Source: an optimization exercise on an open RTL-to-GDS flow (aim: small area, a short achievable clock period and few clock cycles per item). Production flows keep margins and buffers that such runs may drop.
No functional check of the RTL was part of any run shown here.
Power and IR drop assume default switching activity.

$ cat flow/design.v
`default_nettype none
module systolic_pe(
  clk, reset, cntrl,
  i_stb, o_stb, i_busy, o_busy,
  data_in, weight_in, acc_in,
  acc_out, data_out, weight_out
);
  input wire clk;
  input wire reset;
  input wire cntrl;
  input wire i_stb;
  input wire i_busy;
  input wire [7:0] data_in;
  input wire [7:0] weight_in;
  input wire [31:0] acc_in;
  output wire [31:0] acc_out;
  output wire [7:0] data_out;
  output wire [7:0] weight_out;
  output wire o_stb;
  output wire o_busy;
  reg valid;
  wire load = ~valid | ~i_busy;
  always @(posedge clk) begin
    if (reset) valid <= 1'b0;
    else if (load) valid <= i_stb;
  end
  assign o_stb  = valid;
  assign o_busy = valid;
  wire pp0_0 = data_in[0] & weight_in[0];
  wire pp0_1 = data_in[0] & weight_in[1];
  wire pp0_2 = data_in[0] & weight_in[2];
  wire pp0_3 = data_in[0] & weight_in[3];
  wire pp0_4 = data_in[0] & weight_in[4];
  wire pp0_5 = data_in[0] & weight_in[5];
  wire pp0_6 = data_in[0] & weight_in[6];
  wire pp0_7 = data_in[0] & weight_in[7];
  wire pp1_0 = data_in[1] & weight_in[0];
  wire pp1_1 = data_in[1] & weight_in[1];
  wire pp1_2 = data_in[1] & weight_in[2];
  wire pp1_3 = data_in[1] & weight_in[3];
  wire pp1_4 = data_in[1] & weight_in[4];
  wire pp1_5 = data_in[1] & weight_in[5];
  wire pp1_6 = data_in[1] & weight_in[6];
  wire pp1_7 = data_in[1] & weight_in[7];
  wire pp2_0 = data_in[2] & weight_in[0];
  wire pp2_1 = data_in[2] & weight_in[1];
  wire pp2_2 = data_in[2] & weight_in[2];
  wire pp2_3 = data_in[2] & weight_in[3];
  wire pp2_4 = data_in[2] & weight_in[4];
  wire pp2_5 = data_in[2] & weight_in[5];
  wire pp2_6 = data_in[2] & weight_in[6];
  wire pp2_7 = data_in[2] & weight_in[7];
  wire pp3_0 = data_in[3] & weight_in[0];
  wire pp3_1 = data_in[3] & weight_in[1];
  wire pp3_2 = data_in[3] & weight_in[2];
  wire pp3_3 = data_in[3] & weight_in[3];
  wire pp3_4 = data_in[3] & weight_in[4];
  wire pp3_5 = data_in[3] & weight_in[5];
  wire pp3_6 = data_in[3] & weight_in[6];
  wire pp3_7 = data_in[3] & weight_in[7];
  wire pp4_0 = data_in[4] & weight_in[0];
  wire pp4_1 = data_in[4] & weight_in[1];
  wire pp4_2 = data_in[4] & weight_in[2];
  wire pp4_3 = data_in[4] & weight_in[3];
  wire pp4_4 = data_in[4] & weight_in[4];
  wire pp4_5 = data_in[4] & weight_in[5];
  wire pp4_6 = data_in[4] & weight_in[6];
  wire pp4_7 = data_in[4] & weight_in[7];
  wire pp5_0 = data_in[5] & weight_in[0];
  wire pp5_1 = data_in[5] & weight_in[1];
  wire pp5_2 = data_in[5] & weight_in[2];
  wire pp5_3 = data_in[5] & weight_in[3];
  wire pp5_4 = data_in[5] & weight_in[4];
  wire pp5_5 = data_in[5] & weight_in[5];
  wire pp5_6 = data_in[5] & weight_in[6];
  wire pp5_7 = data_in[5] & weight_in[7];
  wire pp6_0 = data_in[6] & weight_in[0];
  wire pp6_1 = data_in[6] & weight_in[1];
  wire pp6_2 = data_in[6] & weight_in[2];
  wire pp6_3 = data_in[6] & weight_in[3];
  wire pp6_4 = data_in[6] & weight_in[4];
  wire pp6_5 = data_in[6] & weight_in[5];
  wire pp6_6 = data_in[6] & weight_in[6];
  wire pp6_7 = data_in[6] & weight_in[7];
  wire pp7_0 = data_in[7] & weight_in[0];
  wire pp7_1 = data_in[7] & weight_in[1];
  wire pp7_2 = data_in[7] & weight_in[2];
  wire pp7_3 = data_in[7] & weight_in[3];
  wire pp7_4 = data_in[7] & weight_in[4];
  wire pp7_5 = data_in[7] & weight_in[5];
  wire pp7_6 = data_in[7] & weight_in[6];
  wire pp7_7 = data_in[7] & weight_in[7];
  wire ha0_s = acc_in[5] ^ pp0_5;
  wire ha0_c = acc_in[5] & pp0_5;
  wire fa0_s = acc_in[6] ^ pp0_6 ^ pp1_5;
  wire fa0_c = (acc_in[6] & pp0_6) | (acc_in[6] & pp1_5) | (pp0_6 & pp1_5);
  wire ha1_s = pp2_4 ^ pp3_3;
  wire ha1_c = pp2_4 & pp3_3;
  wire fa1_s = acc_in[7] ^ pp0_7 ^ pp1_6;
  wire fa1_c = (acc_in[7] & pp0_7) | (acc_in[7] & pp1_6) | (pp0_7 & pp1_6);
  wire fa2_s = pp2_5 ^ pp3_4 ^ pp4_3;
  wire fa2_c = (pp2_5 & pp3_4) | (pp2_5 & pp4_3) | (pp3_4 & pp4_3);
  wire ha2_s = pp5_2 ^ pp6_1;
  wire ha2_c = pp5_2 & pp6_1;
  wire fa3_s = acc_in[8] ^ pp1_7 ^ pp2_6;
  wire fa3_c = (acc_in[8] & pp1_7) | (acc_in[8] & pp2_6) | (pp1_7 & pp2_6);
  wire fa4_s = pp3_5 ^ pp4_4 ^ pp5_3;
  wire fa4_c = (pp3_5 & pp4_4) | (pp3_5 & pp5_3) | (pp4_4 & pp5_3);
  wire ha3_s = pp6_2 ^ pp7_1;
  wire ha3_c = pp6_2 & pp7_1;
  wire fa5_s = acc_in[9] ^ pp2_7 ^ pp3_6;
  wire fa5_c = (acc_in[9] & pp2_7) | (acc_in[9] & pp3_6) | (pp2_7 & pp3_6);
  wire fa6_s = pp4_5 ^ pp5_4 ^ pp6_3;
  wire fa6_c = (pp4_5 & pp5_4) | (pp4_5 & pp6_3) | (pp5_4 & pp6_3);
  wire fa7_s = acc_in[10] ^ pp3_7 ^ pp4_6;
  wire fa7_c = (acc_in[10] & pp3_7) | (acc_in[10] & pp4_6) | (pp3_7 & pp4_6);
  wire ha4_s = acc_in[3] ^ pp0_3;
  wire ha4_c = acc_in[3] & pp0_3;
  wire fa8_s = acc_in[4] ^ pp0_4 ^ pp1_3;
  wire fa8_c = (acc_in[4] & pp0_4) | (acc_in[4] & pp1_3) | (pp0_4 & pp1_3);
  wire ha5_s = pp2_2 ^ pp3_1;
  wire ha5_c = pp2_2 & pp3_1;
  wire fa9_s = pp1_4 ^ pp2_3 ^ pp3_2;
  wire fa9_c = (pp1_4 & pp2_3) | (pp1_4 & pp3_2) | (pp2_3 & pp3_2);
  wire fa10_s = pp4_1 ^ pp5_0 ^ ha0_s;
  wire fa10_c = (pp4_1 & pp5_0) | (pp4_1 & ha0_s) | (pp5_0 & ha0_s);
  wire fa11_s = pp4_2 ^ pp5_1 ^ pp6_0;
  wire fa11_c = (pp4_2 & pp5_1) | (pp4_2 & pp6_0) | (pp5_1 & pp6_0);
  wire fa12_s = ha0_c ^ ha1_s ^ fa0_s;
  wire fa12_c = (ha0_c & ha1_s) | (ha0_c & fa0_s) | (ha1_s & fa0_s);
  wire fa13_s = pp7_0 ^ ha1_c ^ ha2_s;
  wire fa13_c = (pp7_0 & ha1_c) | (pp7_0 & ha2_s) | (ha1_c & ha2_s);
  wire fa14_s = fa0_c ^ fa1_s ^ fa2_s;
  wire fa14_c = (fa0_c & fa1_s) | (fa0_c & fa2_s) | (fa1_s & fa2_s);
  wire fa15_s = ha2_c ^ ha3_s ^ fa1_c;
  wire fa15_c = (ha2_c & ha3_s) | (ha2_c & fa1_c) | (ha3_s & fa1_c);
  wire fa16_s = fa2_c ^ fa3_s ^ fa4_s;
  wire fa16_c = (fa2_c & fa3_s) | (fa2_c & fa4_s) | (fa3_s & fa4_s);
  wire fa17_s = pp7_2 ^ ha3_c ^ fa3_c;
  wire fa17_c = (pp7_2 & ha3_c) | (pp7_2 & fa3_c) | (ha3_c & fa3_c);
  wire fa18_s = fa4_c ^ fa5_s ^ fa6_s;
  wire fa18_c = (fa4_c & fa5_s) | (fa4_c & fa6_s) | (fa5_s & fa6_s);
  wire fa19_s = pp5_5 ^ pp6_4 ^ pp7_3;
  wire fa19_c = (pp5_5 & pp6_4) | (pp5_5 & pp7_3) | (pp6_4 & pp7_3);
  wire fa20_s = fa5_c ^ fa6_c ^ fa7_s;
  wire fa20_c = (fa5_c & fa6_c) | (fa5_c & fa7_s) | (fa6_c & fa7_s);
  wire fa21_s = acc_in[11] ^ pp4_7 ^ pp5_6;
  wire fa21_c = (acc_in[11] & pp4_7) | (acc_in[11] & pp5_6) | (pp4_7 & pp5_6);
  wire fa22_s = pp6_5 ^ pp7_4 ^ fa7_c;
  wire fa22_c = (pp6_5 & pp7_4) | (pp6_5 & fa7_c) | (pp7_4 & fa7_c);
  wire fa23_s = acc_in[12] ^ pp5_7 ^ pp6_6;
  wire fa23_c = (acc_in[12] & pp5_7) | (acc_in[12] & pp6_6) | (pp5_7 & pp6_6);
  wire ha6_s = acc_in[2] ^ pp0_2;
  wire ha6_c = acc_in[2] & pp0_2;
  wire fa24_s = pp1_2 ^ pp2_1 ^ pp3_0;
  wire fa24_c = (pp1_2 & pp2_1) | (pp1_2 & pp3_0) | (pp2_1 & pp3_0);
  wire fa25_s = pp4_0 ^ ha4_c ^ ha5_s;
  wire fa25_c = (pp4_0 & ha4_c) | (pp4_0 & ha5_s) | (ha4_c & ha5_s);
  wire fa26_s = ha5_c ^ fa8_c ^ fa9_s;
  wire fa26_c = (ha5_c & fa8_c) | (ha5_c & fa9_s) | (fa8_c & fa9_s);
  wire fa27_s = fa9_c ^ fa11_s ^ fa10_c;
  wire fa27_c = (fa9_c & fa11_s) | (fa9_c & fa10_c) | (fa11_s & fa10_c);
  wire fa28_s = fa11_c ^ fa13_s ^ fa12_c;
  wire fa28_c = (fa11_c & fa13_s) | (fa11_c & fa12_c) | (fa13_s & fa12_c);
  wire fa29_s = fa13_c ^ fa15_s ^ fa14_c;
  wire fa29_c = (fa13_c & fa15_s) | (fa13_c & fa14_c) | (fa15_s & fa14_c);
  wire fa30_s = fa15_c ^ fa17_s ^ fa16_c;
  wire fa30_c = (fa15_c & fa17_s) | (fa15_c & fa16_c) | (fa17_s & fa16_c);
  wire fa31_s = fa19_s ^ fa17_c ^ fa18_c;
  wire fa31_c = (fa19_s & fa17_c) | (fa19_s & fa18_c) | (fa17_c & fa18_c);
  wire fa32_s = fa19_c ^ fa21_s ^ fa22_s;
  wire fa32_c = (fa19_c & fa21_s) | (fa19_c & fa22_s) | (fa21_s & fa22_s);
  wire fa33_s = pp7_5 ^ fa21_c ^ fa23_s;
  wire fa33_c = (pp7_5 & fa21_c) | (pp7_5 & fa23_s) | (fa21_c & fa23_s);
  wire fa34_s = acc_in[13] ^ pp6_7 ^ pp7_6;
  wire fa34_c = (acc_in[13] & pp6_7) | (acc_in[13] & pp7_6) | (pp6_7 & pp7_6);
  wire ha7_s = acc_in[1] ^ pp0_1;
  wire ha7_c = acc_in[1] & pp0_1;
  wire fa35_s = pp1_1 ^ pp2_0 ^ ha6_s;
  wire fa35_c = (pp1_1 & pp2_0) | (pp1_1 & ha6_s) | (pp2_0 & ha6_s);
  wire fa36_s = ha6_c ^ ha4_s ^ fa24_s;
  wire fa36_c = (ha6_c & ha4_s) | (ha6_c & fa24_s) | (ha4_s & fa24_s);
  wire fa37_s = fa24_c ^ fa8_s ^ fa25_s;
  wire fa37_c = (fa24_c & fa8_s) | (fa24_c & fa25_s) | (fa8_s & fa25_s);
  wire fa38_s = fa25_c ^ fa10_s ^ fa26_s;
  wire fa38_c = (fa25_c & fa10_s) | (fa25_c & fa26_s) | (fa10_s & fa26_s);
  wire fa39_s = fa26_c ^ fa12_s ^ fa27_s;
  wire fa39_c = (fa26_c & fa12_s) | (fa26_c & fa27_s) | (fa12_s & fa27_s);
  wire fa40_s = fa14_s ^ fa27_c ^ fa28_s;
  wire fa40_c = (fa14_s & fa27_c) | (fa14_s & fa28_s) | (fa27_c & fa28_s);
  wire fa41_s = fa16_s ^ fa28_c ^ fa29_s;
  wire fa41_c = (fa16_s & fa28_c) | (fa16_s & fa29_s) | (fa28_c & fa29_s);
  wire fa42_s = fa18_s ^ fa29_c ^ fa30_s;
  wire fa42_c = (fa18_s & fa29_c) | (fa18_s & fa30_s) | (fa29_c & fa30_s);
  wire fa43_s = fa20_s ^ fa30_c ^ fa31_s;
  wire fa43_c = (fa20_s & fa30_c) | (fa20_s & fa31_s) | (fa30_c & fa31_s);
  wire fa44_s = fa20_c ^ fa32_s ^ fa31_c;
  wire fa44_c = (fa20_c & fa32_s) | (fa20_c & fa31_c) | (fa32_s & fa31_c);
  wire fa45_s = fa22_c ^ fa33_s ^ fa32_c;
  wire fa45_c = (fa22_c & fa33_s) | (fa22_c & fa32_c) | (fa33_s & fa32_c);
  wire fa46_s = fa23_c ^ fa34_s ^ fa33_c;
  wire fa46_c = (fa23_c & fa34_s) | (fa23_c & fa33_c) | (fa34_s & fa33_c);
  wire fa47_s = acc_in[14] ^ pp7_7 ^ fa34_c;
  wire fa47_c = (acc_in[14] & pp7_7) | (acc_in[14] & fa34_c) | (pp7_7 & fa34_c);
  wire [16:0] row0 = {1'b0, fa47_c, fa46_c, fa45_c, fa44_c, fa43_c, fa42_c, fa41_c, fa40_c, fa39_c, fa38_c, fa37_c, fa36_c, fa35_c, ha7_c, pp1_0, acc_in[0]};
  wire [16:0] row1 = {1'b0, acc_in[15], fa47_s, fa46_s, fa45_s, fa44_s, fa43_s, fa42_s, fa41_s, fa40_s, fa39_s, fa38_s, fa37_s, fa36_s, fa35_s, ha7_s, pp0_0};
  wire top = row0[16] | row1[16];
  reg [7:0]  data_r;
  reg [7:0]  weight_r;
  reg [15:0] acc_hi_r;
  wire [6:0] sum_lo = row0[5:0] + row1[5:0];
  reg  [5:0] sum_lo_r;
  reg  cin_r;
  reg  [15:6] p_r;
  reg  [15:6] g_r;
  reg  top_r;
  always @(posedge clk) begin
    if (load) begin
      data_r   <= data_in;
      weight_r <= weight_in;
      acc_hi_r <= acc_in[31:16];
      sum_lo_r <= sum_lo[5:0];
      cin_r    <= sum_lo[6];
      p_r      <= row0[15:6] ^ row1[15:6];
      g_r      <= row0[15:6] & row1[15:6];
      top_r    <= top;
    end
  end
  wire gk1_1 = g_r[6] | (p_r[6] & cin_r);
  wire gk1_2 = g_r[7] | (p_r[7] & g_r[6]);
  wire pk1_2 = p_r[7] & p_r[6];
  wire gk1_3 = g_r[8] | (p_r[8] & g_r[7]);
  wire pk1_3 = p_r[8] & p_r[7];
  wire gk1_4 = g_r[9] | (p_r[9] & g_r[8]);
  wire pk1_4 = p_r[9] & p_r[8];
  wire gk1_5 = g_r[10] | (p_r[10] & g_r[9]);
  wire pk1_5 = p_r[10] & p_r[9];
  wire gk1_6 = g_r[11] | (p_r[11] & g_r[10]);
  wire pk1_6 = p_r[11] & p_r[10];
  wire gk1_7 = g_r[12] | (p_r[12] & g_r[11]);
  wire pk1_7 = p_r[12] & p_r[11];
  wire gk1_8 = g_r[13] | (p_r[13] & g_r[12]);
  wire pk1_8 = p_r[13] & p_r[12];
  wire gk1_9 = g_r[14] | (p_r[14] & g_r[13]);
  wire pk1_9 = p_r[14] & p_r[13];
  wire gk1_10 = g_r[15] | (p_r[15] & g_r[14]);
  wire pk1_10 = p_r[15] & p_r[14];
  wire gk2_2 = gk1_2 | (pk1_2 & cin_r);
  wire gk2_3 = gk1_3 | (pk1_3 & gk1_1);
  wire pk2_3 = pk1_3 & 1'b0;
  wire gk2_4 = gk1_4 | (pk1_4 & gk1_2);
  wire pk2_4 = pk1_4 & pk1_2;
  wire gk2_5 = gk1_5 | (pk1_5 & gk1_3);
  wire pk2_5 = pk1_5 & pk1_3;
  wire gk2_6 = gk1_6 | (pk1_6 & gk1_4);
  wire pk2_6 = pk1_6 & pk1_4;
  wire gk2_7 = gk1_7 | (pk1_7 & gk1_5);
  wire pk2_7 = pk1_7 & pk1_5;
  wire gk2_8 = gk1_8 | (pk1_8 & gk1_6);
  wire pk2_8 = pk1_8 & pk1_6;
  wire gk2_9 = gk1_9 | (pk1_9 & gk1_7);
  wire pk2_9 = pk1_9 & pk1_7;
  wire gk2_10 = gk1_10 | (pk1_10 & gk1_8);
  wire pk2_10 = pk1_10 & pk1_8;
  wire gk3_4 = gk2_4 | (pk2_4 & cin_r);
  wire gk3_5 = gk2_5 | (pk2_5 & gk1_1);
  wire pk3_5 = pk2_5 & 1'b0;
  wire gk3_6 = gk2_6 | (pk2_6 & gk2_2);
  wire pk3_6 = pk2_6 & 1'b0;
  wire gk3_7 = gk2_7 | (pk2_7 & gk2_3);
  wire pk3_7 = pk2_7 & pk2_3;
  wire gk3_8 = gk2_8 | (pk2_8 & gk2_4);
  wire pk3_8 = pk2_8 & pk2_4;
  wire gk3_9 = gk2_9 | (pk2_9 & gk2_5);
  wire pk3_9 = pk2_9 & pk2_5;
  wire gk3_10 = gk2_10 | (pk2_10 & gk2_6);
  wire pk3_10 = pk2_10 & pk2_6;
  wire gk4_8 = gk3_8 | (pk3_8 & cin_r);
  wire gk4_9 = gk3_9 | (pk3_9 & gk1_1);
  wire pk4_9 = pk3_9 & 1'b0;
  wire gk4_10 = gk3_10 | (pk3_10 & gk2_2);
  wire pk4_10 = pk3_10 & 1'b0;
  wire [15:6] mid;
  assign mid[6] = p_r[6] ^ cin_r;
  assign mid[7] = p_r[7] ^ gk1_1;
  assign mid[8] = p_r[8] ^ gk2_2;
  assign mid[9] = p_r[9] ^ gk2_3;
  assign mid[10] = p_r[10] ^ gk3_4;
  assign mid[11] = p_r[11] ^ gk3_5;
  assign mid[12] = p_r[12] ^ gk3_6;
  assign mid[13] = p_r[13] ^ gk3_7;
  assign mid[14] = p_r[14] ^ gk4_8;
  assign mid[15] = p_r[15] ^ gk4_9;
  wire inc = gk4_10 | top_r;
  wire [15:0] all1;
  assign all1[0] = 1'b1;
  assign all1[1] = &acc_hi_r[0:0];
  assign all1[2] = &acc_hi_r[1:0];
  assign all1[3] = &acc_hi_r[2:0];
  assign all1[4] = &acc_hi_r[3:0];
  assign all1[5] = &acc_hi_r[4:0];
  assign all1[6] = &acc_hi_r[5:0];
  assign all1[7] = &acc_hi_r[6:0];
  assign all1[8] = &acc_hi_r[7:0];
  assign all1[9] = &acc_hi_r[8:0];
  assign all1[10] = &acc_hi_r[9:0];
  assign all1[11] = &acc_hi_r[10:0];
  assign all1[12] = &acc_hi_r[11:0];
  assign all1[13] = &acc_hi_r[12:0];
  assign all1[14] = &acc_hi_r[13:0];
  assign all1[15] = &acc_hi_r[14:0];
  wire [15:0] hi = acc_hi_r ^ (all1 & {16{inc}});
  assign acc_out    = {hi, mid, sum_lo_r};
  assign data_out   = data_r;
  assign weight_out = weight_r;
endmodule
$ cat flow/flow/run.sh
#!/bin/bash
# The standard layout, with two changes: Yosys's synth runs without its quick
# internal abc pass (so the full adders extract without inverters; the final
# abc mapping still runs), and the port buffers are plain buffer cells.
set -euo pipefail
export SYNTH_ARGS="-noabc"
export BUFFER_PORTS_ARGS="-buffer_cell sky130_fd_sc_hd__buf_1"
export CTS_ARGS="-sink_clustering_enable -repair_clock_nets -dont_use_dummy_load"
bash standard.sh finish > standard_flow.log 2>&1
$ cat flow/standard.sh
#!/bin/bash
# synth_recipe.tcl (not shown) runs the flow's synth.tcl, then flattens the netlist and writes it again
# the make line also repeats each setting of config.mk as NAME=value (left out here)
make -C /OpenROAD-flow-scripts/flow DESIGN_CONFIG=/design/flow/config.mk WORK_HOME=/design/flow/orfs CLKGATE_MAP_FILE= SYNTH_SCRIPT=/design/flow/synth_recipe.tcl "${@:-finish}"
$ cat flow/config.mk
export PLATFORM = sky130hd
export DESIGN_NAME = systolic_pe
export DESIGN_NICKNAME = systolic_pe
export VERILOG_FILES = /design/flow/design.v
export SDC_FILE = /design/flow/constraint.sdc
export NUM_CORES = 4
export LEC_CHECK = 0
export CAP_MARGIN = 20
export CORE_MARGIN = 2
export CORE_UTILIZATION = 40
export SETUP_SLACK_MARGIN = 1.5
export SLEW_MARGIN = 20
$ cat flow/constraint.sdc
create_clock -name core_clock -period 5.0 [get_ports {clk}]
set_input_delay 1.0000 -clock core_clock [delete_from_list [all_inputs] [get_ports {clk}]]
set_output_delay 1.0000 -clock core_clock [all_outputs]
set_load 0.01 [all_outputs]
==> results of run 1 <==
## worst min-delay path, delay by kind of cell (launching register included)
kind | cells | cell delay, ps
compound gates | 1 | 140
flops | 1 | 340
simple gates | 1 | 50
## power groups by stage
| stage | registers [mW] | logic, mW | clock network, mW |
|---|---|---|---|
| after detailed placement | 0.806 | 0.824 | 0 |
| after floorplan | 0.802 | 0.552 | 0 |
| after global routing | 0.812 | 0.936 | 0.345 |
| after CTS | 0.796 | 0.832 | 0.328 |
| after global placement | 0.801 | 0.807 | 0 |
| final | 0.795 | 0.819 | 0.311 |
## flip-flops by register name, summed over array words and instances, names as in the netlist
register and count:
valid 1, cin_r 1, g_r 10, acc_hi_r 16
data_r 8, sum_lo_r 6, weight_r 8, p_r 10
## metal layers
metal | GRT usage [%] | up-vias | wire length [um]
met5 | 0 | - | 0
met4 | 5.844 | 0 | 113
met3 | 3.161 | 7 | 389
met2 | 26.43 | 67 | 4008
met1 | 19.79 | 1311 | 3774
li1 | - | 1300 | -
## cell usage in the layout, fill, tap and decap left out, drive strengths merged, types with 2 or more instances in the layout
master,instances
and3,3
o211ai,2
buf,100
nand2b,3
and2,66
o21bai,2
a21oi,12
nor2,6
nand4,5
a211oi,3
xnor2,21
nand2,9
xor2,5
nand3,7
ha,26
a21o,7
fa,49
edfxtp,59
o21ai,5
clkbuf,11
nor3,3
inv,4
## area by class of cell
class	count	area, um^2	area share (%)
flip-flops and latches	60	1792	36.38
clock buffers	9	123.9	2.515
well taps	136	170.2	3.455
inverters	4	15.01	0.3049
repair buffers	102	401.6	8.155
multi-input cells	242	2422	49.19
## cell families (layout without fill, tap and decap cells)
family,count (synthesis),count (layout),share of synthesized area (%)
AO/OA/AOI/OAI,37,37,6.272
XOR/XNOR,26,26,5.385
adder cells (fa/ha/maj),75,75,30.89
buffers and inverters,5,115,0.5325
flip-flops,60,60,42.37
AND/OR/NAND/NOR,104,104,14.56
## stage by stage
stage                     cells  setup WS [ps]
after floorplan             307           1498
after detailed placement    544           1018
after CTS                   553           1473
final                       553           1565
after global placement      544           1043
after global routing        553           1492
## how the worst max path moves through the flow
stage	to	start	cells after the start
final	p_r[9]$_DFFE_PP_	weight_in[7]	7
after global routing	p_r[7]$_DFFE_PP_	weight_in[6]	7
after CTS	p_r[10]$_DFFE_PP_	data_in[6]	7
after detailed placement	p_r[10]$_DFFE_PP_	data_in[3]	7
after global placement	p_r[8]$_DFFE_PP_	weight_in[4]	7
after floorplan	p_r[9]$_DFFE_PP_	weight_in[7]	6
==> reports/summary.txt, run 1 <==
synthesized cell area - 4229 um^2
initial antenna violation count - 0
# fillers - 963
worst-margin pin slew - 719.5 ps
Worst setup SP type - input pin
R2R cell count - 2
synth warn - 1
CTS Buf Count - 9
CP Class - input pin to register
DR DRC count - 0
maximum VDD drop - 0.1386 mV
reg2reg end - sum_lo_r[0]$_DFFE_PP_
TritonRoute pass-1 iters - 4
routed vias - 2,685
Power per Cell Area - 390.8 nW/um^2
Setup crit end kind - register
Yosys top cell by area - edfxtp_1
antenna-violating nets left - 0
setup tns final - 0 ps
Req. time, crit path - 5060 ps
WHS - 574.6 ps
postcts setup bufs - 0
Ant. Diodes - 0
Net Sw Power - 0.6995 mW
Die ar. - 11,410 um^2
clock sink count - 60
path category of the worst min-delay check - register to register
syn nets - 435
H-tree Lvls - 3
gr ovfl total - 0
layout cell share with drive strength beyond 1 - 8.153%
Max stage delay on crit path - 560 ps
Hold Path Sink - valid$_SDFFE_PP0P_
clk slew on worst S/H paths - 70 ps
DP Wirelength - 6548 um
# rows - 37
Final setup viols - 0
Tot GR Track Use - 15.60%
Seq/Total Area, Yosys - 42.37%
final clock skew - 21.43 ps
Hold Crit Start - valid$_SDFFE_PP0P_
critical path arrival - 3500 ps
R2R setup slack - 3610 ps
First DRT Iteration DRCs - 87
CTS tree - built
final hold violations - 0
Die Span Y - 106.8 um
CP delay by family, top - adder cells
post-synth top area share - 41.89%
vias per cell - 4.855
Max Freq - 291.2 MHz
Gate power share - 42.5%
Avg WL per Cell - 14.98 um
pin count of the biggest net entering global routing - 60
starting density of the core - 41.15%
routability cong. - 0.7541
Port Buf Inserts - 101
Synth Register Bits - 60
Async SR Flop Fraction - 0%
min Tclk post-route - 3435 ps
Cell Chain, Critical Path - buf_2 -> and2_1 -> fa_1 -> fa_1 -> fa_1 -> fa_1 -> ha_1
Synth top cells by count - and2_1 (65), edfxtp_1 (59), fa_1 (49)
top-count cell post-synth - and2_1
Slew HR - 52.04%
max-cap viol count - 0
number of synthesized flops with an enable pin - 59
Tcrit/Tclk final - 68.69%
Finished Core Util - 47.92%
Clock power frac - 16.2%
vias in the first global route - 2,914
syn avg cell area - 13.78 um^2
Int Pwr - 1.225 mW
Skew-Pair Late Insertion Delay - 340 ps
RSZ-0062 raised after global routing - yes
first-pass GRT wire length - 13,570 um
Final Slew Violations - 0
register share of total power - 41.3%
placed inst area - 4781 um^2
leading register cell type out of synthesis - edfxtp_1
Max clock buf depth - 2
synth top area cells - edfxtp_1 (42%), fa_1 (23%), and2_1 (9.6%), ha_1 (7.7%), xnor2_1 (4.3%)
Buffers & Inverters on Critical Path - 1
final WL - 8285 um
CP most frequent cell - fa_1
cell count after synthesis - 307
Top Ports - 103
Sw Ratio - 36.34%
Static Leakage - 1.949 nW
status - no timing/DRC/antenna violations
hold path depth - 2
slowest cell on the critical path - fa_1
Cell variety after synth - 36
Tot Pwr - 1.925 mW
Die Span X - 106.8 um
fin nets - 547
fin area - 4925 um^2
synth-to-layout area growth - 16.45%
critical-path maximum fanout - 9
CTS Hold Buffers Added - 0
core area - 10,280 um^2
# resized after CTS - 10
Root Driver - clkbuf_8
worst r2r src - valid$_SDFFE_PP0P_
==> run 2, diff against run 1 <==
--- a/flow/config.mk
+++ b/flow/config.mk
@@ -8,5 +8,5 @@
 export CAP_MARGIN = 20
 export CORE_MARGIN = 2
 export CORE_UTILIZATION = 40
-export SETUP_SLACK_MARGIN = 1.5
+export SETUP_SLACK_MARGIN = 1.3
 export SLEW_MARGIN = 20
==> run 2 against run 1 <==
Against the previous run: largest power group unchanged; still clean on timing, DRC and antenna; critical path depth unchanged; non-clock buffer count stayed put; cell count did not move.
==> reports/summary.txt, run 2 <==
status - no timing/DRC/antenna violations (unchanged)
path category of the worst min-delay check - register to register (unchanged)
first-pass GRT wire length - 13,570 um (unchanged)
Worst setup SP type - input pin (unchanged)
Tot GR Track Use - 15.60% (unchanged)
Power per Cell Area - 391.6 nW/um^2 (was 390.8 nW/um^2)
max-cap viol count - 0 (unchanged)
cell count after synthesis - 307 (unchanged)
Final Slew Violations - 0 (unchanged)
Req. time, crit path - 5060 ps (about the same)
clk slew on worst S/H paths - 70 ps (about the same)
routability cong. - 0.7541 (unchanged)
number of synthesized flops with an enable pin - 59 (unchanged)
Setup crit end kind - register (unchanged)
Top Ports - 103 (unchanged)
Skew-Pair Late Insertion Delay - 340 ps (about the same)
Ant. Diodes - 0 (unchanged)
CTS tree - built (unchanged)
max reg flops - 16 (unchanged)
mux contribution to synthesized area - 0% (unchanged)
vias per cell - 4.834 (was 4.855)
most frequent cells in the layout - buf_1 (99), and2_1 (65), edfxtp_1 (59) (was buf_1 (89), and2_1 (65), edfxtp_1 (59))
syn nets - 435 (unchanged)
post-synth top area share - 41.89% (unchanged)
H-tree Lvls - 3 (unchanged)
Tcrit/Tclk final - 72.24% (was 68.69%)
Post-Place Cells - 544 (unchanged)
vias in the first global route - 2,914 (unchanged)
Root Driver - clkbuf_8 (unchanged)
starting density of the core - 41.15% (unchanged)
setup tns final - 0 ps (unchanged)
R2R cell count - 2 (unchanged)
Slew HR - 52.04% (about the same)
synth-to-layout area growth - 16.04% (was 16.45%)
simple-gate share of the synthesized area - 14.56% (unchanged)
Synth Area in Compound Gates - 6.272% (unchanged)
hold path depth - 2 (unchanged)
fin area - 4907 um^2 (was 4925 um^2)
worst r2r src - valid$_SDFFE_PP0P_ (unchanged)
Die Span Y - 106.8 um (unchanged)
core area - 10,280 um^2 (unchanged)
Die Span X - 106.8 um (unchanged)
Hold Path Sink - valid$_SDFFE_PP0P_ (unchanged)
Max clock buf depth - 2 (unchanged)
First DRT Iteration DRCs - 82 (was 87)
synthesized cell area - 4229 um^2 (unchanged)
critical path arrival - 3680 ps (was 3500 ps)
largest family of logic cells by synthesized area - adder cells (unchanged)
routed vias - 2,673 (was 2,685)
# rows - 37 (unchanged)
pin count of the biggest net entering global routing - 60 (unchanged)
Die ar. - 11,410 um^2 (unchanged)
leading cell type in the layout, fill and taps excluded - buf_1 (unchanged)
Max Freq - 276.9 MHz (was 291.2 MHz)
syn avg cell area - 13.78 um^2 (unchanged)
CTS Buf Count - 9 (unchanged)
DR DRC count - 0 (unchanged)
top-count cell post-synth - and2_1 (unchanged)
DP Wirelength - 6548 um (unchanged)
gr ovfl total - 0 (unchanged)
clock sink count - 60 (unchanged)
leading register cell type out of synthesis - edfxtp_1 (unchanged)
CP Class - input pin to register (unchanged)
initial antenna violation count - 0 (unchanged)
Seq/Total Area, Yosys - 42.37% (unchanged)
antenna-violating nets left - 0 (unchanged)
final clock skew - 21.41 ps (was 21.43 ps)
min Tclk post-route - 3612 ps (was 3435 ps)
Finished Core Util - 47.75% (was 47.92%)
placed inst area - 4781 um^2 (unchanged)
biggest regs - acc_hi_r: 16 flops, g_r: 10 flops, p_r: 10 flops (unchanged)
maximum VDD drop - 0.1383 mV (was 0.1386 mV)
critical-path maximum fanout - 9 (unchanged)
TritonRoute pass-1 iters - 4 (unchanged)
layout cell share with drive strength beyond 1 - 5.276% (was 8.153%)
fin nets - 547 (unchanged)
WHS - 574.6 ps (about the same)
Cell variety after synth - 36 (unchanged)
Final setup viols - 0 (unchanged)
reg2reg end - sum_lo_r[0]$_DFFE_PP_ (unchanged)
synth warn - 1 (unchanged)
Static Leakage - 1.924 nW (was 1.949 nW)
fin cells - 553 (unchanged)
Adder-Cell Fraction of Synth Area - 30.89% (unchanged)
final hold violations - 0 (unchanged)
XOR/XNOR share of the synthesized area - 5.385% (unchanged)
Synth top cells by count - and2_1 (65), edfxtp_1 (59), fa_1 (49) (unchanged)
final WL - 8281 um (was 8285 um)
synth top area cells - edfxtp_1 (42%), fa_1 (23%), and2_1 (9.6%), ha_1 (7.7%), xnor2_1 (4.3%) (unchanged)
Avg WL per Cell - 14.97 um (was 14.98 um)
Yosys top cell by area - edfxtp_1 (unchanged)
Hold Crit Start - valid$_SDFFE_PP0P_ (unchanged)
Port Buf Inserts - 101 (unchanged)
CTS Hold Buffers Added - 0 (unchanged)
# fillers - 967 (was 963)
Async SR Flop Fraction - 0% (unchanged)
R2R setup slack - 3610 ps (about the same)
Synth Register Bits - 60 (unchanged)
Most flops, register - acc_hi_r (unchanged)
worst-margin pin slew - 719.3 ps (was 719.5 ps)
RSZ-0062 raised after global routing - no (was yes)
## run 2: cell counts after synthesis
Identical to the previous run, type by type.
## run 2: layer usage
layer | track usage [%] | wire length (um)
met2 | 26.43 | 4014
met4 | 5.844 | 118
met1 | 19.79 | 3747
met5 | 0 | 0
met3 | 3.161 | 400
## run 2: kinds of logic after synthesis
kind of cell | Yosys count
fa+ha+maj | 75
flops | 60
compound gates | 37
simple gates | 104
xor+xnor | 26
buf+inv | 5
## run 2: layout make-up
| cell class | instances | area (um^2) | area share [%] |
|---|---|---|---|
| Multi-Input combinational cell | 242 | 2417 | 49.26 |
| Inverter | 4 | 15.01 | 0.3060 |
| Tap cell | 136 | 170.2 | 3.468 |
| Clock buffer | 9 | 123.9 | 2.524 |
| Sequential cell | 60 | 1792 | 36.51 |
| Timing Repair Buffer | 102 | 389.1 | 7.930 |
## run 2: where the power goes
group | internal [mW] | switching, mW | total, mW
registers | 0.707 | 0.0875 | 0.795
logic | 0.356 | 0.459 | 0.816
clock network | 0.159 | 0.152 | 0.311
## run 2: stage by stage
stage	setup slack, ps	power (mW)
finish	1388	1.922
global route	1300	2.090
CTS	1372	1.954
detailed placement	1018	1.630
global placement	1043	1.608
floorplan	1498	1.354
## run 2: worst max-delay path by stage
stage / endpoint / from / slack (ps) / cells after the start
6_report: p_r[9]$_DFFE_PP_ / data_in[1] / 1390 / 7
5_1_grt: p_r[9]$_DFFE_PP_ / data_in[2] / 1300 / 7
4_1_cts: p_r[10]$_DFFE_PP_ / data_in[3] / 1370 / 7
3_5_place_dp: p_r[10]$_DFFE_PP_ / data_in[3] / 1020 / 7
3_3_place_gp: p_r[8]$_DFFE_PP_ / weight_in[4] / 1040 / 7
2_1_floorplan: p_r[9]$_DFFE_PP_ / weight_in[7] / 1500 / 6
## run 2: repair_timing
action | in CTS | in global routing
buffers inserted | 0 | 0
resized for setup | 0 | 2
endpoints found under the setup margin | 0 | 2
endpoints found under the hold margin | 0 | 0
## run 2: worst max-delay path, stage by stage
cell and delay [ps]:
buf_1 310, and2_1 210, fa_1 460, fa_1 430, fa_1 530, fa_1 430, ha_1 290

separate check: timing with driven ports:
No port has a modelled driver above. Below, the same layouts with a new extraction and two added sets of constraints. Step 1, drivers: a clkbuf_16 drives clk and a buf_2 each remaining input, both assumed. Step 2 times the ports against the registers' clock, not the clock port: input delays grow and output delays shrink by t, the midpoint of the rising clock arrivals with the driver on. a / b / c = ideal ports / drivers / drivers and shift; a / b = the first two.
run | shift t [ns] | setup WS [ns] | worst setup path at the end
run 1 | 0.356 | 1.565 / 1.578 / 1.222 | input to register
run 2 | 0.356 | 1.388 / 1.395 / 1.039 | input to register
After both steps every run listed still meets setup and hold. The setup slack of run 2, which loses most, moves by +0.007 ns with the drivers and by -0.349 ns with both steps.
